This is an optimization exercise on Yosys and OpenROAD, whose aim is small area, not a production implementation. No run shown here included a check of the RTL's function; only the layout flow was run. The flow treats the clock pin as an ideal source, which a real chip does not have.

==> flow/design.v <==
module layer_1(
  input clk,
  input reset,
  input in_valid,
  input [7:0] pxl_in,
  output [8:0] pool_out,
  output out_valid
);
  reg [1023:0] ch;
  always @(posedge clk)
    if (in_valid) ch <= {ch[1015:0], pxl_in};
  reg [4:0] row, col;
  always @(posedge clk or posedge reset)
    if (reset) begin
      row <= 5'd0; col <= 5'd0;
    end else if (in_valid) begin
      col <= col + 5'd1;
      if (col == 5'd31) row <= row + 5'd1;
    end
  reg v0, vo;
  reg xo0, yo0;
  always @(posedge clk or posedge reset)
    if (reset) begin
      v0 <= 1'b0; vo <= 1'b0;
    end else begin
      v0 <= in_valid && row >= 5'd4 && col >= 5'd4;
      vo <= v0 && xo0 && yo0;
    end
  always @(posedge clk) begin
    xo0 <= col[0]; yo0 <= row[0];
  end
  reg [14:0] a1;
  reg [16:0] a2, a3;
  reg [17:0] a4;
  reg [3:0] nzh;
  wire nz_col = (|ch[1023:1016]) | (|ch[767:760]) | (|ch[511:504]) | (|ch[255:248]) | (|pxl_in[7:0]);
  wire nz = (|nzh) | (|ch[767:760]) | (|ch[511:504]) | (|ch[255:248]);
  wire n1 = ~ch[760];
  wire n2 = ~ch[761];
  wire n3 = ~ch[762];
  wire n4 = ~ch[763];
  wire n5 = ~ch[764];
  wire n6 = ~ch[765];
  wire n7 = ~ch[766];
  wire n8 = ~ch[767];
  wire n9 = ch[1019] ^ ch[1017];
  wire n10 = ch[1019] & ch[1017];
  wire n11s, n11c;
  fadd un11 (ch[1020], ch[1018], n4, n11s, n11c);
  wire n12s, n12c;
  fadd un12 (ch[1021], ch[1019], n5, n12s, n12c);
  wire n13 = ch[760] ^ ch[510];
  wire n14 = ch[760] & ch[510];
  wire n15s, n15c;
  fadd un15 (ch[1022], ch[1020], n6, n15s, n15c);
  wire n16s, n16c;
  fadd un16 (ch[761], ch[511], ch[510], n16s, n16c);
  wire n17s, n17c;
  fadd un17 (ch[1023], ch[1021], n7, n17s, n17c);
  wire n18s, n18c;
  fadd un18 (ch[1018], ch[1016], n2, n18s, n18c);
  wire n19 = ch[507] ^ ch[506];
  wire n20 = ch[507] & ch[506];
  wire n21s, n21c;
  fadd un21 (n9, n3, ch[508], n21s, n21c);
  wire n22s, n22c;
  fadd un22 (ch[507], ch[505], ch[248], n22s, n22c);
  wire n23 = pxl_in[4] ^ pxl_in[2];
  wire n24 = pxl_in[4] & pxl_in[2];
  wire n25s, n25c;
  fadd un25 (n10, n11s, ch[509], n25s, n25c);
  wire n26s, n26c;
  fadd un26 (ch[508], ch[506], ch[249], n26s, n26c);
  wire n27s, n27c;
  fadd un27 (pxl_in[5], pxl_in[3], pxl_in[1], n27s, n27c);
  wire n28s, n28c;
  fadd un28 (n11c, n12s, n13, n28s, n28c);
  wire n29s, n29c;
  fadd un29 (ch[509], ch[507], ch[250], n29s, n29c);
  wire n30s, n30c;
  fadd un30 (pxl_in[6], pxl_in[4], pxl_in[2], n30s, n30c);
  wire n31s, n31c;
  fadd un31 (n12c, n14, n15s, n31s, n31c);
  wire n32s, n32c;
  fadd un32 (n16s, ch[508], ch[251], n32s, n32c);
  wire n33s, n33c;
  fadd un33 (pxl_in[7], pxl_in[5], pxl_in[3], n33s, n33c);
  wire n34s, n34c;
  fadd un34 (n15c, n16c, n17s, n34s, n34c);
  wire n35s, n35c;
  fadd un35 (ch[762], ch[511], ch[509], n35s, n35c);
  wire n36s, n36c;
  fadd un36 (ch[252], pxl_in[6], pxl_in[4], n36s, n36c);
  wire n37s, n37c;
  fadd un37 (n17c, ch[1022], n8, n37s, n37c);
  wire n38s, n38c;
  fadd un38 (ch[763], ch[510], ch[253], n38s, n38c);
  wire n39 = pxl_in[7] ^ pxl_in[5];
  wire n40 = pxl_in[7] & pxl_in[5];
  wire n41s, n41c;
  fadd un41 (ch[1023], ch[764], ch[511], n41s, n41c);
  wire n42s, n42c;
  fadd un42 (n1, ch[506], ch[505], n42s, n42c);
  wire n43s, n43c;
  fadd un43 (ch[1017], n18s, n19, n43s, n43c);
  wire n44 = ch[504] ^ pxl_in[3];
  wire n45 = ch[504] & pxl_in[3];
  wire n46s, n46c;
  fadd un46 (n18c, n20, n21s, n46s, n46c);
  wire n47s, n47c;
  fadd un47 (n22s, n23, pxl_in[0], n47s, n47c);
  wire n48s, n48c;
  fadd un48 (n21c, n22c, n24, n48s, n48c);
  wire n49s, n49c;
  fadd un49 (n25s, n26s, n27s, n49s, n49c);
  wire n50s, n50c;
  fadd un50 (n25c, n26c, n27c, n50s, n50c);
  wire n51s, n51c;
  fadd un51 (n28s, n29s, n30s, n51s, n51c);
  wire n52s, n52c;
  fadd un52 (n28c, n29c, n30c, n52s, n52c);
  wire n53s, n53c;
  fadd un53 (n31s, n32s, n33s, n53s, n53c);
  wire n54s, n54c;
  fadd un54 (n31c, n32c, n33c, n54s, n54c);
  wire n55s, n55c;
  fadd un55 (n34s, n35s, n36s, n55s, n55c);
  wire n56s, n56c;
  fadd un56 (n34c, n35c, n36c, n56s, n56c);
  wire n57s, n57c;
  fadd un57 (n37s, n38s, n39, n57s, n57c);
  wire n58s, n58c;
  fadd un58 (n37c, n38c, n40, n58s, n58c);
  wire n59s, n59c;
  fadd un59 (n41s, pxl_in[6], ~ch[254], n59s, n59c);
  wire n60s, n60c;
  fadd un60 (n41c, ch[254], ch[765], n60s, n60c);
  wire n61 = ~(ch[255] ^ pxl_in[7]);
  wire n62 = ch[255] | pxl_in[7];
  wire n63 = ch[1016] ^ ch[505];
  wire n64 = ch[1016] & ch[505];
  wire n65s, n65c;
  fadd un65 (n42s, pxl_in[2], pxl_in[0], n65s, n65c);
  wire n66s, n66c;
  fadd un66 (n42c, n43s, n44, n66s, n66c);
  wire n67s, n67c;
  fadd un67 (n43c, n45, n46s, n67s, n67c);
  wire n68s, n68c;
  fadd un68 (n46c, n47c, n48s, n68s, n68c);
  wire n69s, n69c;
  fadd un69 (n48c, n49c, n50s, n69s, n69c);
  wire n70s, n70c;
  fadd un70 (n50c, n51c, n52s, n70s, n70c);
  wire n71s, n71c;
  fadd un71 (n52c, n53c, n54s, n71s, n71c);
  wire n72s, n72c;
  fadd un72 (n54c, n55c, n56s, n72s, n72c);
  wire n73s, n73c;
  fadd un73 (n56c, n57c, n58s, n73s, n73c);
  wire n74s, n74c;
  fadd un74 (n58c, n59c, n60s, n74s, n74c);
  wire n75s, n75c;
  fadd un75 (n60c, n62, ch[766], n75s, n75c);
  wire n76 = n63 ^ ch[504];
  wire n77 = n63 & ch[504];
  wire n78s, n78c;
  fadd un78 (n64, n65s, ~ch[1017], n78s, n78c);
  wire n79s, n79c;
  fadd un79 (n65c, n66s, pxl_in[1], n79s, n79c);
  wire n80s, n80c;
  fadd un80 (n66c, n67s, n47s, n80s, n80c);
  wire n81s, n81c;
  fadd un81 (n67c, n68s, n49s, n81s, n81c);
  wire n82s, n82c;
  fadd un82 (n68c, n69s, n51s, n82s, n82c);
  wire n83s, n83c;
  fadd un83 (n69c, n70s, n53s, n83s, n83c);
  wire n84s, n84c;
  fadd un84 (n70c, n71s, n55s, n84s, n84c);
  wire n85s, n85c;
  fadd un85 (n71c, n72s, n57s, n85s, n85c);
  wire n86s, n86c;
  fadd un86 (n72c, n73s, n59s, n86s, n86c);
  wire n87s, n87c;
  fadd un87 (n73c, n74s, n61, n87s, n87c);
  wire n88 = ~(n74c ^ n75s);
  wire n89 = n74c | n75s;
  wire n90 = ~(n75c ^ ch[767]);
  wire n91 = n75c | ch[767];
  wire n92 = ch[504] ^ pxl_in[0];
  wire n93 = ch[504] & pxl_in[0];
  wire n94s, n94c;
  fadd un94 (n76, pxl_in[1], n93, n94s, n94c);
  wire n95s, n95c;
  fadd un95 (n77, n78s, n94c, n95s, n95c);
  wire n96s, n96c;
  fadd un96 (n78c, n79s, n95c, n96s, n96c);
  wire n97s, n97c;
  fadd un97 (n79c, n80s, n96c, n97s, n97c);
  wire n98s, n98c;
  fadd un98 (n80c, n81s, n97c, n98s, n98c);
  wire n99s, n99c;
  fadd un99 (n81c, n82s, n98c, n99s, n99c);
  wire n100s, n100c;
  fadd un100 (n82c, n83s, n99c, n100s, n100c);
  wire n101s, n101c;
  fadd un101 (n83c, n84s, n100c, n101s, n101c);
  wire n102s, n102c;
  fadd un102 (n84c, n85s, n101c, n102s, n102c);
  wire n103s, n103c;
  fadd un103 (n85c, n86s, n102c, n103s, n103c);
  wire n104s, n104c;
  fadd un104 (n86c, n87s, n103c, n104s, n104c);
  wire n105s, n105c;
  fadd un105 (n87c, n88, n104c, n105s, n105c);
  wire n106s, n106c;
  fadd un106 (n89, n90, n105c, n106s, n106c);
  wire n107 = n91 ^ n106c;
  wire [14:0] base = {n107, n106s, n105s, n104s, n103s, n102s, n101s, n100s, n99s, n98s, n97s, n96s, n95s, n94s, n92};
  wire n108 = ch[1018] ^ ch[1016];
  wire n109 = ch[1018] & ch[1016];
  wire n110s, n110c;
  fadd un110 (ch[1019], ch[1017], ch[763], n110s, n110c);
  wire n111s, n111c;
  fadd un111 (ch[1020], ch[1018], ch[764], n111s, n111c);
  wire n112s, n112c;
  fadd un112 (ch[1021], ch[1019], ch[765], n112s, n112c);
  wire n113s, n113c;
  fadd un113 (ch[1022], ch[1020], ch[766], n113s, n113c);
  wire n114 = ch[1016] ^ ch[760];
  wire n115 = ch[1016] & ch[760];
  wire n116s, n116c;
  fadd un116 (ch[1017], ch[761], ch[506], n116s, n116c);
  wire n117s, n117c;
  fadd un117 (n108, ch[762], ch[760], n117s, n117c);
  wire n118 = ch[507] ^ ch[251];
  wire n119 = ch[507] & ch[251];
  wire n120s, n120c;
  fadd un120 (n109, n110s, ch[761], n120s, n120c);
  wire n121s, n121c;
  fadd un121 (ch[508], ch[252], pxl_in[4], n121s, n121c);
  wire n122s, n122c;
  fadd un122 (n110c, n111s, ch[762], n122s, n122c);
  wire n123s, n123c;
  fadd un123 (ch[509], ch[253], pxl_in[5], n123s, n123c);
  wire n124s, n124c;
  fadd un124 (n111c, n112s, ch[763], n124s, n124c);
  wire n125s, n125c;
  fadd un125 (ch[510], ch[254], pxl_in[6], n125s, n125c);
  wire n126s, n126c;
  fadd un126 (n112c, n113s, ch[764], n126s, n126c);
  wire n127s, n127c;
  fadd un127 (ch[511], ch[255], pxl_in[7], n127s, n127c);
  wire n128s, n128c;
  fadd un128 (n113c, ch[1023], ch[1021], n128s, n128c);
  wire n129 = ch[767] ^ ch[765];
  wire n130 = ch[767] & ch[765];
  wire n131 = n114 ^ ch[505];
  wire n132 = n114 & ch[505];
  wire n133s, n133c;
  fadd un133 (n115, n116s, ch[250], n133s, n133c);
  wire n134s, n134c;
  fadd un134 (n116c, n117s, n118, n134s, n134c);
  wire n135s, n135c;
  fadd un135 (n117c, n119, n120s, n135s, n135c);
  wire n136s, n136c;
  fadd un136 (n120c, n121c, n122s, n136s, n136c);
  wire n137s, n137c;
  fadd un137 (n122c, n123c, n124s, n137s, n137c);
  wire n138s, n138c;
  fadd un138 (n124c, n125c, n126s, n138s, n138c);
  wire n139s, n139c;
  fadd un139 (n126c, n127c, n128s, n139s, n139c);
  wire n140s, n140c;
  fadd un140 (n128c, n130, ch[1022], n140s, n140c);
  wire n141 = ch[504] ^ ch[248];
  wire n142 = ch[504] & ch[248];
  wire n143s, n143c;
  fadd un143 (n131, ch[249], pxl_in[1], n143s, n143c);
  wire n144s, n144c;
  fadd un144 (n132, n133s, pxl_in[2], n144s, n144c);
  wire n145s, n145c;
  fadd un145 (n133c, n134s, pxl_in[3], n145s, n145c);
  wire n146s, n146c;
  fadd un146 (n134c, n135s, n121s, n146s, n146c);
  wire n147s, n147c;
  fadd un147 (n135c, n136s, n123s, n147s, n147c);
  wire n148s, n148c;
  fadd un148 (n136c, n137s, n125s, n148s, n148c);
  wire n149s, n149c;
  fadd un149 (n137c, n138s, n127s, n149s, n149c);
  wire n150s, n150c;
  fadd un150 (n138c, n139s, n129, n150s, n150c);
  wire n151s, n151c;
  fadd un151 (n139c, n140s, ch[766], n151s, n151c);
  wire n152s, n152c;
  fadd un152 (n140c, ch[1023], ch[767], n152s, n152c);
  wire n153 = n141 ^ pxl_in[0];
  wire n154 = n141 & pxl_in[0];
  wire n155s, n155c;
  fadd un155 (n142, n143s, n154, n155s, n155c);
  wire n156s, n156c;
  fadd un156 (n143c, n144s, n155c, n156s, n156c);
  wire n157s, n157c;
  fadd un157 (n144c, n145s, n156c, n157s, n157c);
  wire n158s, n158c;
  fadd un158 (n145c, n146s, n157c, n158s, n158c);
  wire n159s, n159c;
  fadd un159 (n146c, n147s, n158c, n159s, n159c);
  wire n160s, n160c;
  fadd un160 (n147c, n148s, n159c, n160s, n160c);
  wire n161s, n161c;
  fadd un161 (n148c, n149s, n160c, n161s, n161c);
  wire n162s, n162c;
  fadd un162 (n149c, n150s, n161c, n162s, n162c);
  wire n163s, n163c;
  fadd un163 (n150c, n151s, n162c, n163s, n163c);
  wire n164s, n164c;
  fadd un164 (n151c, n152s, n163c, n164s, n164c);
  wire n165 = n152c ^ n164c;
  wire n166 = n152c & n164c;
  wire [12:0] dsum = {n166, n165, n164s, n163s, n162s, n161s, n160s, n159s, n158s, n157s, n156s, n155s, n153};
  wire n167 = dsum[1] ^ dsum[0];
  wire n168 = dsum[1] & dsum[0];
  wire n169s, n169c;
  fadd un169 (dsum[2], dsum[1], n168, n169s, n169c);
  wire n170s, n170c;
  fadd un170 (dsum[3], dsum[2], n169c, n170s, n170c);
  wire n171s, n171c;
  fadd un171 (dsum[4], dsum[3], n170c, n171s, n171c);
  wire n172s, n172c;
  fadd un172 (dsum[5], dsum[4], n171c, n172s, n172c);
  wire n173s, n173c;
  fadd un173 (dsum[6], dsum[5], n172c, n173s, n173c);
  wire n174s, n174c;
  fadd un174 (dsum[7], dsum[6], n173c, n174s, n174c);
  wire n175s, n175c;
  fadd un175 (dsum[8], dsum[7], n174c, n175s, n175c);
  wire n176s, n176c;
  fadd un176 (dsum[9], dsum[8], n175c, n176s, n176c);
  wire n177s, n177c;
  fadd un177 (dsum[10], dsum[9], n176c, n177s, n177c);
  wire n178s, n178c;
  fadd un178 (dsum[11], dsum[10], n177c, n178s, n178c);
  wire n179s, n179c;
  fadd un179 (dsum[12], dsum[11], n178c, n179s, n179c);
  wire n180 = dsum[12] ^ n179c;
  wire n181 = dsum[12] & n179c;
  wire [14:0] d3 = {n181, n180, n179s, n178s, n177s, n176s, n175s, n174s, n173s, n172s, n171s, n170s, n169s, n167, dsum[0]};
  wire n182 = a1[0] ^ base[0];
  wire n183 = a1[0] & base[0];
  wire n184s, n184c;
  fadd un184 (a1[1], base[1], dsum[1], n184s, n184c);
  wire n185s, n185c;
  fadd un185 (a1[2], base[2], dsum[2], n185s, n185c);
  wire n186s, n186c;
  fadd un186 (a1[3], base[3], dsum[3], n186s, n186c);
  wire n187s, n187c;
  fadd un187 (a1[4], base[4], dsum[4], n187s, n187c);
  wire n188s, n188c;
  fadd un188 (a1[5], base[5], dsum[5], n188s, n188c);
  wire n189s, n189c;
  fadd un189 (a1[6], base[6], dsum[6], n189s, n189c);
  wire n190s, n190c;
  fadd un190 (a1[7], base[7], dsum[7], n190s, n190c);
  wire n191s, n191c;
  fadd un191 (a1[8], base[8], dsum[8], n191s, n191c);
  wire n192s, n192c;
  fadd un192 (a1[9], base[9], dsum[9], n192s, n192c);
  wire n193s, n193c;
  fadd un193 (a1[10], base[10], dsum[10], n193s, n193c);
  wire n194s, n194c;
  fadd un194 (a1[11], base[11], dsum[11], n194s, n194c);
  wire n195s, n195c;
  fadd un195 (a1[12], base[12], dsum[12], n195s, n195c);
  wire n196 = a1[13] ^ base[13];
  wire n197 = a1[13] & base[13];
  wire n198 = a1[14] ^ base[14];
  wire n199 = ~(a1[14] | base[14]);
  wire n200 = n182 ^ dsum[0];
  wire n201 = n182 & dsum[0];
  wire n202s, n202c;
  fadd un202 (n183, n184s, n201, n202s, n202c);
  wire n203s, n203c;
  fadd un203 (n184c, n185s, n202c, n203s, n203c);
  wire n204s, n204c;
  fadd un204 (n185c, n186s, n203c, n204s, n204c);
  wire n205s, n205c;
  fadd un205 (n186c, n187s, n204c, n205s, n205c);
  wire n206s, n206c;
  fadd un206 (n187c, n188s, n205c, n206s, n206c);
  wire n207s, n207c;
  fadd un207 (n188c, n189s, n206c, n207s, n207c);
  wire n208s, n208c;
  fadd un208 (n189c, n190s, n207c, n208s, n208c);
  wire n209s, n209c;
  fadd un209 (n190c, n191s, n208c, n209s, n209c);
  wire n210s, n210c;
  fadd un210 (n191c, n192s, n209c, n210s, n210c);
  wire n211s, n211c;
  fadd un211 (n192c, n193s, n210c, n211s, n211c);
  wire n212s, n212c;
  fadd un212 (n193c, n194s, n211c, n212s, n212c);
  wire n213s, n213c;
  fadd un213 (n194c, n195s, n212c, n213s, n213c);
  wire n214s, n214c;
  fadd un214 (n195c, n196, n213c, n214s, n214c);
  wire n215s, n215c;
  fadd un215 (n197, n198, n214c, n215s, n215c);
  wire n216 = n199 ^ n215c;
  wire n217 = n199 & n215c;
  wire n218 = a2[1] ^ base[1];
  wire n219 = a2[1] & base[1];
  wire n220s, n220c;
  fadd un220 (a2[2], base[2], dsum[1], n220s, n220c);
  wire n221s, n221c;
  fadd un221 (a2[3], base[3], dsum[2], n221s, n221c);
  wire n222s, n222c;
  fadd un222 (a2[4], base[4], dsum[3], n222s, n222c);
  wire n223s, n223c;
  fadd un223 (a2[5], base[5], dsum[4], n223s, n223c);
  wire n224s, n224c;
  fadd un224 (a2[6], base[6], dsum[5], n224s, n224c);
  wire n225s, n225c;
  fadd un225 (a2[7], base[7], dsum[6], n225s, n225c);
  wire n226s, n226c;
  fadd un226 (a2[8], base[8], dsum[7], n226s, n226c);
  wire n227s, n227c;
  fadd un227 (a2[9], base[9], dsum[8], n227s, n227c);
  wire n228s, n228c;
  fadd un228 (a2[10], base[10], dsum[9], n228s, n228c);
  wire n229s, n229c;
  fadd un229 (a2[11], base[11], dsum[10], n229s, n229c);
  wire n230s, n230c;
  fadd un230 (a2[12], base[12], dsum[11], n230s, n230c);
  wire n231s, n231c;
  fadd un231 (a2[13], base[13], dsum[12], n231s, n231c);
  wire n232 = ~(a2[14] ^ base[14]);
  wire n233 = a2[14] & ~base[14];
  wire n234 = a2[0] ^ base[0];
  wire n235 = a2[0] & base[0];
  wire n236s, n236c;
  fadd un236 (n218, dsum[0], n235, n236s, n236c);
  wire n237s, n237c;
  fadd un237 (n219, n220s, n236c, n237s, n237c);
  wire n238s, n238c;
  fadd un238 (n220c, n221s, n237c, n238s, n238c);
  wire n239s, n239c;
  fadd un239 (n221c, n222s, n238c, n239s, n239c);
  wire n240s, n240c;
  fadd un240 (n222c, n223s, n239c, n240s, n240c);
  wire n241s, n241c;
  fadd un241 (n223c, n224s, n240c, n241s, n241c);
  wire n242s, n242c;
  fadd un242 (n224c, n225s, n241c, n242s, n242c);
  wire n243s, n243c;
  fadd un243 (n225c, n226s, n242c, n243s, n243c);
  wire n244s, n244c;
  fadd un244 (n226c, n227s, n243c, n244s, n244c);
  wire n245s, n245c;
  fadd un245 (n227c, n228s, n244c, n245s, n245c);
  wire n246s, n246c;
  fadd un246 (n228c, n229s, n245c, n246s, n246c);
  wire n247s, n247c;
  fadd un247 (n229c, n230s, n246c, n247s, n247c);
  wire n248s, n248c;
  fadd un248 (n230c, n231s, n247c, n248s, n248c);
  wire n249s, n249c;
  fadd un249 (n231c, n232, n248c, n249s, n249c);
  wire n250s, n250c;
  fadd un250 (n233, a2[15], n249c, n250s, n250c);
  wire n251 = a2[16] ^ n250c;
  wire n252 = a3[0] ^ base[0];
  wire n253 = a3[0] & base[0];
  wire n254s, n254c;
  fadd un254 (a3[1], base[1], d3[1], n254s, n254c);
  wire n255s, n255c;
  fadd un255 (a3[2], base[2], d3[2], n255s, n255c);
  wire n256s, n256c;
  fadd un256 (a3[3], base[3], d3[3], n256s, n256c);
  wire n257s, n257c;
  fadd un257 (a3[4], base[4], d3[4], n257s, n257c);
  wire n258s, n258c;
  fadd un258 (a3[5], base[5], d3[5], n258s, n258c);
  wire n259s, n259c;
  fadd un259 (a3[6], base[6], d3[6], n259s, n259c);
  wire n260s, n260c;
  fadd un260 (a3[7], base[7], d3[7], n260s, n260c);
  wire n261s, n261c;
  fadd un261 (a3[8], base[8], d3[8], n261s, n261c);
  wire n262s, n262c;
  fadd un262 (a3[9], base[9], d3[9], n262s, n262c);
  wire n263s, n263c;
  fadd un263 (a3[10], base[10], d3[10], n263s, n263c);
  wire n264s, n264c;
  fadd un264 (a3[11], base[11], d3[11], n264s, n264c);
  wire n265s, n265c;
  fadd un265 (a3[12], base[12], d3[12], n265s, n265c);
  wire n266s, n266c;
  fadd un266 (a3[13], base[13], d3[13], n266s, n266c);
  wire n267s, n267c;
  fadd un267 (a3[14], d3[14], ~base[14], n267s, n267c);
  wire n268 = n252 ^ d3[0];
  wire n269 = n252 & d3[0];
  wire n270s, n270c;
  fadd un270 (n253, n254s, n269, n270s, n270c);
  wire n271s, n271c;
  fadd un271 (n254c, n255s, n270c, n271s, n271c);
  wire n272s, n272c;
  fadd un272 (n255c, n256s, n271c, n272s, n272c);
  wire n273s, n273c;
  fadd un273 (n256c, n257s, n272c, n273s, n273c);
  wire n274s, n274c;
  fadd un274 (n257c, n258s, n273c, n274s, n274c);
  wire n275s, n275c;
  fadd un275 (n258c, n259s, n274c, n275s, n275c);
  wire n276s, n276c;
  fadd un276 (n259c, n260s, n275c, n276s, n276c);
  wire n277s, n277c;
  fadd un277 (n260c, n261s, n276c, n277s, n277c);
  wire n278s, n278c;
  fadd un278 (n261c, n262s, n277c, n278s, n278c);
  wire n279s, n279c;
  fadd un279 (n262c, n263s, n278c, n279s, n279c);
  wire n280s, n280c;
  fadd un280 (n263c, n264s, n279c, n280s, n280c);
  wire n281s, n281c;
  fadd un281 (n264c, n265s, n280c, n281s, n281c);
  wire n282s, n282c;
  fadd un282 (n265c, n266s, n281c, n282s, n282c);
  wire n283s, n283c;
  fadd un283 (n266c, n267s, n282c, n283s, n283c);
  wire n284s, n284c;
  fadd un284 (n267c, a3[15], n283c, n284s, n284c);
  wire n285 = a3[16] ^ n284c;
  wire n286 = a3[16] & n284c;
  wire n287 = a4[5] ^ base[5];
  wire n288 = a4[5] & base[5];
  wire n289s, n289c;
  fadd un289 (a4[6], base[6], dsum[4], n289s, n289c);
  wire n290s, n290c;
  fadd un290 (a4[7], base[7], dsum[5], n290s, n290c);
  wire n291 = n7 ^ n5;
  wire n292 = n7 & n5;
  wire n293s, n293c;
  fadd un293 (a4[8], base[8], dsum[6], n293s, n293c);
  wire n294 = n8 ^ n6;
  wire n295 = n8 & n6;
  wire n296s, n296c;
  fadd un296 (a4[9], base[9], dsum[7], n296s, n296c);
  wire n297s, n297c;
  fadd un297 (a4[10], base[10], dsum[8], n297s, n297c);
  wire n298 = a4[11] ^ base[11];
  wire n299 = a4[11] & base[11];
  wire n300s, n300c;
  fadd un300 (a4[3], base[3], dsum[1], n300s, n300c);
  wire n301s, n301c;
  fadd un301 (base[4], dsum[2], n4, n301s, n301c);
  wire n302 = n2 ^ n1;
  wire n303 = n2 & n1;
  wire n304s, n304c;
  fadd un304 (a4[4], n287, dsum[3], n304s, n304c);
  wire n305s, n305c;
  fadd un305 (n5, n3, n2, n305s, n305c);
  wire n306s, n306c;
  fadd un306 (n288, n289s, n4, n306s, n306c);
  wire n307s, n307c;
  fadd un307 (n3, n1, ~n6, n307s, n307c);
  wire n308s, n308c;
  fadd un308 (n289c, n6, n290s, n308s, n308c);
  wire n309s, n309c;
  fadd un309 (n291, n4, n2, n309s, n309c);
  wire n310s, n310c;
  fadd un310 (n290c, n292, n293s, n310s, n310c);
  wire n311s, n311c;
  fadd un311 (n294, n5, n3, n311s, n311c);
  wire n312s, n312c;
  fadd un312 (n293c, n295, n296s, n312s, n312c);
  wire n313s, n313c;
  fadd un313 (n6, n4, ~n7, n313s, n313c);
  wire n314s, n314c;
  fadd un314 (n296c, n7, n297s, n314s, n314c);
  wire n315s, n315c;
  fadd un315 (n7, n5, ~n8, n315s, n315c);
  wire n316s, n316c;
  fadd un316 (n297c, n8, n298, n316s, n316c);
  wire n317s, n317c;
  fadd un317 (dsum[9], n8, n6, n317s, n317c);
  wire n318s, n318c;
  fadd un318 (n299, a4[12], base[12], n318s, n318c);
  wire n319 = dsum[10] ^ n7;
  wire n320 = dsum[10] & n7;
  wire n321s, n321c;
  fadd un321 (a4[13], base[13], dsum[11], n321s, n321c);
  wire n322 = a4[14] ^ dsum[12];
  wire n323 = a4[14] & dsum[12];
  wire n324 = a4[1] ^ base[1];
  wire n325 = a4[1] & base[1];
  wire n326s, n326c;
  fadd un326 (a4[2], base[2], dsum[0], n326s, n326c);
  wire n327s, n327c;
  fadd un327 (n300s, n3, n1, n327s, n327c);
  wire n328s, n328c;
  fadd un328 (n300c, n301s, n302, n328s, n328c);
  wire n329s, n329c;
  fadd un329 (n301c, n303, n304s, n329s, n329c);
  wire n330s, n330c;
  fadd un330 (n304c, n305c, n306s, n330s, n330c);
  wire n331s, n331c;
  fadd un331 (n306c, n307c, n308s, n331s, n331c);
  wire n332s, n332c;
  fadd un332 (n308c, n309c, n310s, n332s, n332c);
  wire n333s, n333c;
  fadd un333 (n310c, n311c, n312s, n333s, n333c);
  wire n334s, n334c;
  fadd un334 (n312c, n313c, n314s, n334s, n334c);
  wire n335s, n335c;
  fadd un335 (n314c, n315c, n316s, n335s, n335c);
  wire n336s, n336c;
  fadd un336 (n316c, n317c, n318s, n336s, n336c);
  wire n337s, n337c;
  fadd un337 (n318c, n320, n321s, n337s, n337c);
  wire n338s, n338c;
  fadd un338 (n321c, n8, n322, n338s, n338c);
  wire n339 = a4[0] ^ nz;
  wire n340 = ~(a4[0] | nz);
  wire n341s, n341c;
  fadd un341 (a4[0], n324, n1, n341s, n341c);
  wire n342s, n342c;
  fadd un342 (n325, n326s, n2, n342s, n342c);
  wire n343 = ~(n326c ^ n327s);
  wire n344 = n326c | n327s;
  wire n345s, n345c;
  fadd un345 (n327c, n328s, ~a4[4], n345s, n345c);
  wire n346s, n346c;
  fadd un346 (n328c, n329s, n305s, n346s, n346c);
  wire n347s, n347c;
  fadd un347 (n329c, n330s, n307s, n347s, n347c);
  wire n348s, n348c;
  fadd un348 (n330c, n331s, n309s, n348s, n348c);
  wire n349s, n349c;
  fadd un349 (n331c, n332s, n311s, n349s, n349c);
  wire n350s, n350c;
  fadd un350 (n332c, n333s, n313s, n350s, n350c);
  wire n351s, n351c;
  fadd un351 (n333c, n334s, n315s, n351s, n351c);
  wire n352s, n352c;
  fadd un352 (n334c, n335s, n317s, n352s, n352c);
  wire n353s, n353c;
  fadd un353 (n335c, n336s, n319, n353s, n353c);
  wire n354s, n354c;
  fadd un354 (n336c, n337s, ~n8, n354s, n354c);
  wire n355s, n355c;
  fadd un355 (n337c, n338s, ~base[14], n355s, n355c);
  wire n356s, n356c;
  fadd un356 (n338c, a4[15], ~n323, n356s, n356c);
  wire n357 = ~(n323 ^ a4[16]);
  wire n358 = n323 | a4[16];
  wire n359 = n339 ^ base[0];
  wire n360 = n339 & base[0];
  wire n361s, n361c;
  fadd un361 (n340, n341s, n360, n361s, n361c);
  wire n362s, n362c;
  fadd un362 (n341c, n342s, n361c, n362s, n362c);
  wire n363s, n363c;
  fadd un363 (n342c, n343, n362c, n363s, n363c);
  wire n364s, n364c;
  fadd un364 (n344, n345s, n363c, n364s, n364c);
  wire n365s, n365c;
  fadd un365 (n345c, n346s, n364c, n365s, n365c);
  wire n366s, n366c;
  fadd un366 (n346c, n347s, n365c, n366s, n366c);
  wire n367s, n367c;
  fadd un367 (n347c, n348s, n366c, n367s, n367c);
  wire n368s, n368c;
  fadd un368 (n348c, n349s, n367c, n368s, n368c);
  wire n369s, n369c;
  fadd un369 (n349c, n350s, n368c, n369s, n369c);
  wire n370s, n370c;
  fadd un370 (n350c, n351s, n369c, n370s, n370c);
  wire n371s, n371c;
  fadd un371 (n351c, n352s, n370c, n371s, n371c);
  wire n372s, n372c;
  fadd un372 (n352c, n353s, n371c, n372s, n372c);
  wire n373s, n373c;
  fadd un373 (n353c, n354s, n372c, n373s, n373c);
  wire n374s, n374c;
  fadd un374 (n354c, n355s, n373c, n374s, n374c);
  wire n375s, n375c;
  fadd un375 (n355c, n356s, n374c, n375s, n375c);
  wire n376s, n376c;
  fadd un376 (n356c, n357, n375c, n376s, n376c);
  wire n377 = n358 ^ a4[17] ^ n376c;
  wire [14:0] a1_n = {base[14], base[13], base[12], base[11], base[10], base[9], base[8], base[7], base[6], base[5], base[4], base[3], base[2], base[1], base[0]};
  wire [16:0] a2_n = {n217, n216, n215s, n214s, n213s, n212s, n211s, n210s, n209s, n208s, n207s, n206s, n205s, n204s, n203s, n202s, n200};
  wire [16:0] a3_n = {n251, n250s, n249s, n248s, n247s, n246s, n245s, n244s, n243s, n242s, n241s, n240s, n239s, n238s, n237s, n236s, n234};
  wire [17:0] a4_n = {n286, n285, n284s, n283s, n282s, n281s, n280s, n279s, n278s, n277s, n276s, n275s, n274s, n273s, n272s, n271s, n270s, n268};
  wire [17:0] a_sum = {n377, n376s, n375s, n374s, n373s, n372s, n371s, n370s, n369s, n368s, n367s, n366s, n365s, n364s, n363s, n362s, n361s, n359};
  wire n378 = ~a_r[15];
  wire n379 = ~a_r[16];
  wire n380 = ~a_r[12];
  wire n381 = ~a_r[13];
  wire n382 = ~a_r[14];
  wire n383 = ~a_r[10];
  wire n384 = ~a_r[11];
  wire n385 = n378 ^ n380;
  wire n386 = n378 & n380;
  wire n387s, n387c;
  fadd un387 (n379, n381, n384, n387s, n387c);
  wire n388s, n388c;
  fadd un388 (n382, n380, a_r[7], n388s, n388c);
  wire n389 = a_r[4] ^ a_r[2];
  wire n390 = a_r[4] & a_r[2];
  wire n391s, n391c;
  fadd un391 (a_r[17], n381, a_r[8], n391s, n391c);
  wire n392s, n392c;
  fadd un392 (a_r[5], a_r[3], ~n378, n392s, n392c);
  wire n393s, n393c;
  fadd un393 (n378, n382, a_r[9], n393s, n393c);
  wire n394s, n394c;
  fadd un394 (a_r[6], a_r[4], ~n379, n394s, n394c);
  wire n395s, n395c;
  fadd un395 (n379, n378, a_r[10], n395s, n395c);
  wire n396s, n396c;
  fadd un396 (a_r[7], a_r[5], ~a_r[17], n396s, n396c);
  wire n397s, n397c;
  fadd un397 (a_r[17], n379, a_r[11], n397s, n397c);
  wire n398 = a_r[8] ^ a_r[6];
  wire n399 = a_r[8] & a_r[6];
  wire n400s, n400c;
  fadd un400 (a_r[17], a_r[12], a_r[9], n400s, n400c);
  wire n401 = a_r[13] ^ a_r[10];
  wire n402 = a_r[13] & a_r[10];
  wire n403 = n385 ^ n383;
  wire n404 = n385 & n383;
  wire n405s, n405c;
  fadd un405 (n386, n387s, a_r[6], n405s, n405c);
  wire n406s, n406c;
  fadd un406 (n387c, n388s, n389, n406s, n406c);
  wire n407s, n407c;
  fadd un407 (n388c, n390, n391s, n407s, n407c);
  wire n408s, n408c;
  fadd un408 (n391c, n392c, n393s, n408s, n408c);
  wire n409s, n409c;
  fadd un409 (n393c, n394c, n395s, n409s, n409c);
  wire n410s, n410c;
  fadd un410 (n395c, n396c, n397s, n410s, n410c);
  wire n411s, n411c;
  fadd un411 (n397c, n399, n400s, n411s, n411c);
  wire n412s, n412c;
  fadd un412 (n400c, a_r[7], n401, n412s, n412c);
  wire n413s, n413c;
  fadd un413 (n402, a_r[11], a_r[9], n413s, n413c);
  wire n414s, n414c;
  fadd un414 (a_r[14], a_r[12], a_r[10], n414s, n414c);
  wire n415s, n415c;
  fadd un415 (a_r[15], a_r[13], a_r[11], n415s, n415c);
  wire n416s, n416c;
  fadd un416 (a_r[16], a_r[12], ~a_r[14], n416s, n416c);
  wire n417s, n417c;
  fadd un417 (a_r[14], a_r[15], a_r[13], n417s, n417c);
  wire n418 = n403 ^ a_r[5];
  wire n419 = n403 & a_r[5];
  wire n420s, n420c;
  fadd un420 (n404, n405s, a_r[3], n420s, n420c);
  wire n421s, n421c;
  fadd un421 (n405c, n406s, ~a_r[17], n421s, n421c);
  wire n422s, n422c;
  fadd un422 (n406c, n407s, n392s, n422s, n422c);
  wire n423s, n423c;
  fadd un423 (n407c, n408s, n394s, n423s, n423c);
  wire n424s, n424c;
  fadd un424 (n408c, n409s, n396s, n424s, n424c);
  wire n425s, n425c;
  fadd un425 (n409c, n410s, n398, n425s, n425c);
  wire n426s, n426c;
  fadd un426 (n410c, n411s, ~a_r[7], n426s, n426c);
  wire n427s, n427c;
  fadd un427 (n411c, n412s, a_r[8], n427s, n427c);
  wire n428s, n428c;
  fadd un428 (n412c, n413s, ~a_r[14], n428s, n428c);
  wire n429s, n429c;
  fadd un429 (n413c, n414s, ~a_r[15], n429s, n429c);
  wire n430s, n430c;
  fadd un430 (n414c, n415s, ~a_r[16], n430s, n430c);
  wire n431s, n431c;
  fadd un431 (n415c, n416s, ~a_r[17], n431s, n431c);
  wire n432 = ~(n416c ^ n417s);
  wire n433 = n416c | n417s;
  wire n434s, n434c;
  fadd un434 (n417c, a_r[14], ~a_r[16], n434s, n434c);
  wire n435s, n435c;
  fadd un435 (~a_r[16], a_r[15], a_r[17], n435s, n435c);
  wire n436 = n418 ^ a_r[2];
  wire n437 = n418 & a_r[2];
  wire n438s, n438c;
  fadd un438 (n419, n420s, n437, n438s, n438c);
  wire n439s, n439c;
  fadd un439 (n420c, n421s, n438c, n439s, n439c);
  wire n440s, n440c;
  fadd un440 (n421c, n422s, n439c, n440s, n440c);
  wire n441s, n441c;
  fadd un441 (n422c, n423s, n440c, n441s, n441c);
  wire n442s, n442c;
  fadd un442 (n423c, n424s, n441c, n442s, n442c);
  wire n443s, n443c;
  fadd un443 (n424c, n425s, n442c, n443s, n443c);
  wire n444s, n444c;
  fadd un444 (n425c, n426s, n443c, n444s, n444c);
  wire n445s, n445c;
  fadd un445 (n426c, n427s, n444c, n445s, n445c);
  wire n446s, n446c;
  fadd un446 (n427c, n428s, n445c, n446s, n446c);
  wire n447s, n447c;
  fadd un447 (n428c, n429s, n446c, n447s, n447c);
  wire n448s, n448c;
  fadd un448 (n429c, n430s, n447c, n448s, n448c);
  wire n449s, n449c;
  fadd un449 (n430c, n431s, n448c, n449s, n449c);
  wire n450s, n450c;
  fadd un450 (n431c, n432, n449c, n450s, n450c);
  wire n451s, n451c;
  fadd un451 (n433, n434s, n450c, n451s, n451c);
  wire n452 = n434c ^ n435s ^ n451c;
  wire [28:0] prod = {n452, n451s, n450s, n449s, n448s, n447s, n446s, n445s, n444s, n443s, n442s, n441s, n440s, n439s, n438s, n436, 1'b0, 1'b0, 1'b0, 1'b0, 1'b0, 1'b0, 1'b0, 1'b0, 1'b0, 1'b0, 1'b0, 1'b0, 1'b0};
  always @(posedge clk)
    if (in_valid) begin
      a1 <= a1_n; a2 <= a2_n; a3 <= a3_n; a4 <= a4_n;
      nzh <= {nzh[2:0], nz_col};
    end
  reg [17:0] a_r;
  always @(posedge clk)
    a_r <= a_sum;
  wire [8:0] c9 = {~prod[28], prod[27], prod[26], prod[25], prod[24], prod[23], prod[22], prod[21], prod[20]};
  reg [7:0] hm;
  reg [111:0] pb;
  wire [7:0] other = xo0 ? hm : (yo0 ? pb[111:104] : 8'd0);
  wire [7:0] res = (c9[8] || c9[7:0] < other) ? other : c9[7:0];
  always @(posedge clk) begin
    if (v0 && !xo0) hm <= res;
    if (v0 && xo0) pb <= {pb[103:0], res};
  end
  assign pool_out = {1'b0, pb[7:0]};
  assign out_valid = vo;
endmodule
module fadd(input a, input b, input c, output s, output co);
  assign s = a ^ b ^ c;
  assign co = (a & b) | (a & c) | (b & c);
endmodule
==> flow/flow/run.sh <==
#!/bin/bash
# The standard layout, with two changes: clock tree synthesis adds no dummy
# loads, and the port buffers are the smallest buffer.
set -euo pipefail
export CTS_ARGS="-sink_clustering_enable -repair_clock_nets -sink_clustering_size 33 -sink_clustering_max_diameter 100 -dont_use_dummy_load"
export BUFFER_PORTS_ARGS="-buffer_cell sky130_fd_sc_hd__buf_1"
bash ./standard.sh > standard.log 2>&1
==> flow/standard.sh <==
#!/bin/bash
# synth_recipe.tcl (not shown) runs the flow's synth.tcl, then flattens the netlist and writes it again
# the make line also repeats each setting of config.mk as NAME=value (left out here)
make -C /OpenROAD-flow-scripts/flow DESIGN_CONFIG=/design/flow/config.mk WORK_HOME=/design/flow/orfs CLKGATE_MAP_FILE= SYNTH_SCRIPT=/design/flow/synth_recipe.tcl "${@:-finish}"
==> flow/config.mk <==
export PLATFORM = sky130hd
export DESIGN_NAME = layer_1
export DESIGN_NICKNAME = layer_1
export VERILOG_FILES = /design/flow/design.v
export SDC_FILE = /design/flow/constraint.sdc
export NUM_CORES = 4
export LEC_CHECK = 0
export CAP_MARGIN = 20
export CORE_MARGIN = 2
export CORE_UTILIZATION = 40
export CTS_CLUSTER_DIAMETER = 100
export CTS_CLUSTER_SIZE = 30
export SLEW_MARGIN = 20
export SYNTH_HIERARCHICAL = 1
export SYNTH_MINIMUM_KEEP_SIZE = 0
==> flow/constraint.sdc <==
create_clock -name core_clock -period 12.0 [get_ports {clk}]
set_input_delay 2.4000 -clock core_clock [delete_from_list [all_inputs] [get_ports {clk}]]
set_output_delay 2.4000 -clock core_clock [all_outputs]
set_load 0.01 [all_outputs]
==> flow_metrics.tcl, run 1 <==
set metrics [dict create \
    cts_sinks 1245 \
    dpl_cell_area_sq_mm 0.0477 \
    dr.pass1.iters 4 \
    die_height_microns 341 \
    grt_first_pass_wirelength_microns 97000 \
    drt_iter0_drc 1248 \
    cts-root-buf "clkbuf_16" \
    start_util_pct 40.3 \
    status "complete, no violations" \
    synth_area_per_cell_sq_um 25.4 \
    required_ps 12460 \
    setup_viol 0 \
    yosysMostFrequentCell "edfxtp_1" \
    synth_top_area_share_pct 80.4 \
    crit_top_cell "fa_1" \
    r2r-start "ch[1018]" \
    hold_violations 0 \
    grt_antenna_before_repair 5 \
    die_x_microns 341 \
    relSlewSlack_pct 26.5 \
    endpoint_kind "flop" \
    stdcell_area_sq_mm 0.0489 \
    die_area_sq_mm 0.116 \
    core_area_sq_mm 0.112 \
    synthArstFlopShare_pct 0.964 \
    critPathBufInv 1 \
    layout-drive-gt1-share_pct 5.51 \
    worstSetupStartpointType "primary input" \
    drt_wl_total_microns 60900 \
    path_class "primary input to flop" \
    post-cts-setup-buffer-count 0 \
    worst-path-max-fanout 2 \
    rsz0062_at_grt "no" \
    hold_path_startpoint "ch[642]" \
    finalCritPeriodShare_pct 97.8 \
    yosys_warnings 7 \
    drv_slew 0 \
    layoutNonFillerInstCount 3389 \
    io_pins 21 \
    clk_pin_slew_worst_paths_ps 120 \
    synth_area_leader_cell "edfxtp_1" \
    overflow 0 \
    dr_total_vias 15454 \
    route.detailed.drc 0 \
    yosysSeqAreaShare_pct 81.9 \
    finalCriticalPeriod_ps 11740 \
    cts_hold_buf 0 \
    grt_pass1_vias 16386 \
    nFillCells 9355 \
    utilization_pct 43.4 \
    synthTopCellsByCount "edfxtp_1 (1,215), fa_1 (327), ha_1 (64)" \
    nets 2292 \
    vias_per_cell 4.56 \
    synthToLayoutAreaGrowth_pct 7.67 \
    synth_flop_cell "edfxtp_1" \
    dp_cells 3341 \
    max_cap_viol_count 0 \
    multi_input_area_sq_mm 0.00795 \
    crit_family "adder cells" \
    ant_nets 0 \
    crit_start "pxl_in[2]" \
    hp-class "flop to flop" \
    regArea_sq_mm 0.0371 \
    clk_latency_ps 640 \
    cts_tree "built" \
    cts_max_level 2 \
    synth_seq_cells 1245 \
    clockBufferDepth 3 \
    fin_worst_skew_ps 68.4 \
    whs_ps 351 \
    cts_buffers 47 \
    wl_per_cell_microns 18.0 \
    rows 123 \
    gp_congestion 0.773 \
    crit_slowest_cell "fa_1" \
    synth_cell_types 38 \
    io_buffers 19 \
    grt_max_degree 192 \
    slowest_delay_ps 590 \
    grt_usage_pct 10.7 \
    post_synth_inst_count 1786 \
    hpwl_microns 37000 \
    syn-cell-area_sq_mm 0.0454 \
    worstPathArrival_ps 12200 \
    synth_area_leaders "edfxtp_1 (80%), fa_1 (14%), ha_1 (1.8%), dfxtp_1 (0.79%), dfrtp_1 (0.66%)" \
    syn-num-nets 2188 \
    synth-edff-count 1215 \
    cts_resized 0 \
    fmaxAchievable_mhz 85.2 \
    tightestPinTransition_ps 1100 \
]
## layer usage
metal  GRT usage [%]  wire [microns]  vias to the layer above
met5               0              27                        -
met4            2.44            1070                        4
met3            1.78            2190                       67
met2            15.5           27100                      142
met1            17.1           30500                     8369
li1                -               -                     6872
## path summary, 6_finish.rpt
path	to	slack, ps	cells past startpoint
max	a_r[17]	260	25
min	ch[650]	350	0
max in group asynchronous	row[2]	9850	2
min in group asynchronous	row[0]	1790	2
min reg2reg	ch[650]	350	0
max reg2reg	a_r[17]	820	25
## final cells by class
type / instances / area share [%]
Antenna cell: 1 / 0.00512
Tap cell: 1500 / 3.84
Timing Repair Buffer: 66 / 1.00
Clock buffer: 47 / 2.41
Multi-Input combinational cell: 472 / 16.3
Sequential cell: 1245 / 76.0
Inverter: 58 / 0.446
## worst reg2reg max path: stages (launching register included)
cell and delay, ps:
edfxtp_1 660, fa_1 670, fa_1 450, fa_1 550, fa_1 450, fa_1 420
fa_1 400, fa_2 360, fa_2 480, fa_1 510, fa_1 530, fa_1 440
fa_1 510, fa_1 430, fa_1 390, fa_1 390, fa_1 380, fa_1 390
fa_1 390, fa_1 390, fa_1 380, fa_1 390, fa_1 390, fa_1 380
xor2_1 160, xnor2_1 130
## cells in the final DEF (no fill, tap or decap), drive strengths merged
master | netlist | final
a211oi | 1 | 1
a21o | 1 | 1
a21oi | 2 | 2
a221oi | 1 | 1
a22oi | 6 | 6
a31oi | 1 | 1
a41o | 1 | 1
and2 | 4 | 4
and3 | 3 | 3
and3b | 1 | 1
and4 | 1 | 1
buf | 9 | 65
clkbuf | 2 | 48
conb | 1 | 1
dfrtp | 12 | 12
dfxtp | 18 | 18
diode | 0 | 1
edfxtp | 1215 | 1215
fa | 327 | 327
ha | 64 | 64
inv | 58 | 58
mux2 | 3 | 3
mux2i | 7 | 7
nand2 | 6 | 6
nand3 | 3 | 3
nand4 | 2 | 2
nor2 | 5 | 5
nor2b | 2 | 2
nor3 | 1 | 1
nor4 | 8 | 8
nor4b | 2 | 2
o211ai | 1 | 1
o21ai | 3 | 3
o31ai | 1 | 1
or4 | 1 | 1
xnor2 | 10 | 10
xor2 | 3 | 3
## registers in the layout, summed over array words and instances (netlist names), 8 cells and up
| signal | cells |
|---|---|
| a1 | 15 |
| a2 | 17 |
| a3 | 17 |
| a4 | 18 |
| a_r | 16 |
| ch | 1024 |
| hm | 8 |
| pb | 112 |
## per-module statistics from Yosys (local to each module, per instance)
module	flops+latches	cell area, sq um	cells
layer_1	1245	38800	1459
fadd	0	20.0	1
## through the flow
| stage | setup TNS, ps | setup WS [ps] |
|---|---|---|
| floorplan | 0 | 22.0 |
| global placement | -496 | -381 |
| detailed placement | -585 | -408 |
| CTS | 0 | 243 |
| global route | 0 | 53.7 |
| finish | 0 | 262 |
## cell families (layout without fill, tap and decap cells)
family,Yosys count,after routing,synth area share [%]
XOR/XNOR,13,13,0.251
buffers and inverters,69,171,0.645
multiplexers,10,10,0.237
AO/OA/AOI/OAI,18,18,0.314
AND/OR/NAND/NOR,39,39,0.491
other,1,2,0.00826
adder cells (fa/ha/maj),391,391,16.2
flip-flops,1245,1245,81.9
==> run 2, diff against run 1 <==
==> flow/flow/run.sh (replaced) <==
#!/bin/bash
# The standard layout, with two changes: clock tree synthesis adds no dummy
# loads, and the port buffers are the smallest buffer.
set -euo pipefail
export CTS_ARGS="-sink_clustering_enable -repair_clock_nets -sink_clustering_size 30 -sink_clustering_max_diameter 100 -dont_use_dummy_load"
export BUFFER_PORTS_ARGS="-buffer_cell sky130_fd_sc_hd__buf_1"
bash ./standard.sh > standard.log 2>&1
==> flow_metrics.tcl, run 2 <==
set metrics [dict create \
    status "complete, no violations" \
    synth_cell_types 38 \
    drv_slew 0 \
    synth-edff-count 1215 \
    rsz0062_at_grt "no" \
    finalCritPeriodShare_pct 97.7 \
    layout_common_cells "edfxtp_1 (1,215), fa_1 (324), ha_1 (64)" \
    synth_seq_cells 1245 \
    final_common_cell "edfxtp_1" \
    post-cts-setup-buffer-count 0 \
    cts_tree "built" \
    grt_antenna_before_repair 5 \
    cts_hold_buf 0 \
    rows 123 \
    regArea_sq_mm 0.0371 \
    cts_buffers 50 \
    syn-cell-area_sq_mm 0.0454 \
    ant_nets 0 \
    whs_ps 349 \
    cts_sinks 1245 \
    synth_flop_cell "edfxtp_1" \
    synthToLayoutAreaGrowth_pct 7.83 \
    max_cap_viol_count 0 \
    start_util_pct 40.3 \
    fmaxAchievable_mhz 85.3 \
    dp_cells 3341 \
    io_pins 21 \
    multi_input_area_sq_mm 0.00795 \
    dpl_cell_area_sq_mm 0.0477 \
    synth_area_per_cell_sq_um 25.4 \
    nFillCells 9337 \
    cts_resized 0 \
    fin_worst_skew_ps 58.5 \
    grt_first_pass_wirelength_microns 97200 \
    finalCriticalPeriod_ps 11720 \
    stdcell_area_sq_mm 0.0489 \
    clk_pin_slew_worst_paths_ps 100 \
    dr_total_vias 15455 \
    worstSetupStartpointType "primary input" \
    grt_usage_pct 10.7 \
    largest_reg_flops 1024 \
    synth_area_leader_cell "edfxtp_1" \
    layout-drive-gt1-share_pct 5.66 \
    tns_ps 0 \
    io_buffers 19 \
    nets 2295 \
    hpwl_microns 37000 \
    rrSetupSlack_ps 800 \
    worstPathArrival_ps 12200 \
    cts-root-buf "clkbuf_16" \
    clk_latency_ps 620 \
    dr.pass1.iters 6 \
    hold_violations 0 \
    core_area_sq_mm 0.112 \
    synthTopCellsByCount "edfxtp_1 (1,215), fa_1 (327), ha_1 (64)" \
    required_ps 12480 \
    route.detailed.drc 0 \
    tightestPinTransition_ps 1130 \
    gp_congestion 0.773 \
    die_x_microns 341 \
    overflow 0 \
    die_area_sq_mm 0.116 \
    clockBufferDepth 3 \
    diodes 0 \
    grt_max_degree 192 \
    yosys_warnings 7 \
    syn-num-nets 2188 \
    worst-path-max-fanout 2 \
    post_synth_inst_count 1786 \
    vias_per_cell 4.56 \
    drt_wl_total_microns 60900 \
    relSlewSlack_pct 24.5 \
    reg_top3 "ch x1024, pb x112, a4 x18" \
    grt_pass1_vias 16399 \
    endpoint_kind "flop" \
    synth_top_area_share_pct 80.4 \
    synth_area_leaders "edfxtp_1 (80%), fa_1 (14%), ha_1 (1.8%), dfxtp_1 (0.79%), dfrtp_1 (0.66%)" \
    path_class "primary input to flop" \
    wl_per_cell_microns 18.0 \
    die_height_microns 341 \
    synthArstFlopShare_pct 0.964 \
    hp-class "flop to flop" \
    regMostFlops "ch" \
    yosysMostFrequentCell "edfxtp_1" \
    layoutNonFillerInstCount 3391 \
    cts_max_level 2 \
    yosysSeqAreaShare_pct 81.9 \
    drt_iter0_drc 1220 \
    setup_viol 0 \
]
run 2: cell counts after synthesis:
No cell type changed its count.
run 2: kinds of logic (layout without fill, tap and decap cells):
| family | count (synthesis) | in the layout | synth area share (%) |
|---|---|---|---|
| compound gates | 18 | 18 | 0.314 |
| flops | 1245 | 1245 | 81.9 |
| mux | 10 | 10 | 0.237 |
| xor+xnor | 13 | 13 | 0.251 |
| other cells | 1 | 1 | 0.00826 |
| simple gates | 39 | 39 | 0.491 |
| buf+inv | 69 | 174 | 0.645 |
| fa+ha+maj | 391 | 391 | 16.2 |
run 2: layout make-up:
type                       instances  area share [%]
timing repair buffer              66            1.00
tap                             1500            3.84
inverter                          58           0.445
sequential                      1245            75.9
clock buffer                      50            2.56
multi-input combinational        472            16.2
run 2: layer usage:
| layer | track usage (%) | vias up | wire, microns |
|---|---|---|---|
| met5 | 0 | - | 27 |
| met4 | 2.52 | 4 | 1140 |
| met3 | 1.73 | 71 | 2040 |
| met2 | 15.4 | 131 | 27000 |
| met1 | 17.2 | 8375 | 30600 |
| li1 | - | 6874 | - |
run 2: path summary, 6_finish.rpt:
kind	cells after the start	endpoint	startpoint
min in group asynchronous	2	col[4]	reset
worst min register to register	0	ch[366]	ch[358]
worst max register to register	25	a_r[17]	ch[1016]
worst max-delay path	25	a_r[17]	pxl_in[2]
max in group asynchronous	2	row[3]	reset
worst min-delay path	0	ch[366]	ch[358]
run 2: worst max-delay path, cell delays in order:
cell     delay, ps
buf_1          110
fa_1           590
fa_1           460
fa_1           420
fa_1           390
fa_1           400
fa_2           360
fa_2           480
fa_1           510
fa_1           530
fa_1           440
fa_1           510
fa_1           430
fa_1           390
fa_1           390
fa_1           380
fa_1           390
fa_1           390
fa_1           390
fa_1           380
fa_1           390
fa_1           390
fa_1           380
xor2_1         160
xnor2_1        120
run 2: per-module statistics from Yosys (local to each module, per instance):
module	times used	cell area [sq um]	cells inside	flops+latches
layer_1	1	38800	1459	1245
fadd	327	20.0	1	0
run 2: metrics by stage:
stage	utilization (%)	worst slack (ps)
CTS	43.5	249
detailed placement	42.4	-408
global placement	42.4	-381
finish	43.5	276
global route	43.5	65.8
floorplan	-	22.0

[afterwards: timing with drivers on the ports]
Ports are ideal in the flow. The routed layouts listed here were re-timed in OpenROAD.
Step 1: set_driving_cell puts a clkbuf_16 on clk and a buf_2 on each other input, an assumption about the parent block.
Step 2 moves the port delays by t, midway between the first and last clock arrival at a register: inputs arrive t later, outputs are due t later. That takes back most of the time a late clock gives input paths.
a / b / c = ideal ports / drivers / drivers and shift; a / b = the first two.
run	shift t [ns]	slack for setup (ns)	hold WS [ns]	clock arrival spread, ns
run 1	0.667	0.262 / 0.250 / -0.417	0.351 / 0.351 / 0.351	0.078 / 0.078
run 2	0.667	0.276 / 0.270 / -0.397	0.349 / 0.349 / 0.349	0.086 / 0.086
Met with ideal ports but missed after step 2: setup timing in run 1 and run 2. For run 1, which loses most, drivers alone change the setup slack by -0.012 ns; drivers and shift together by -0.679 ns.
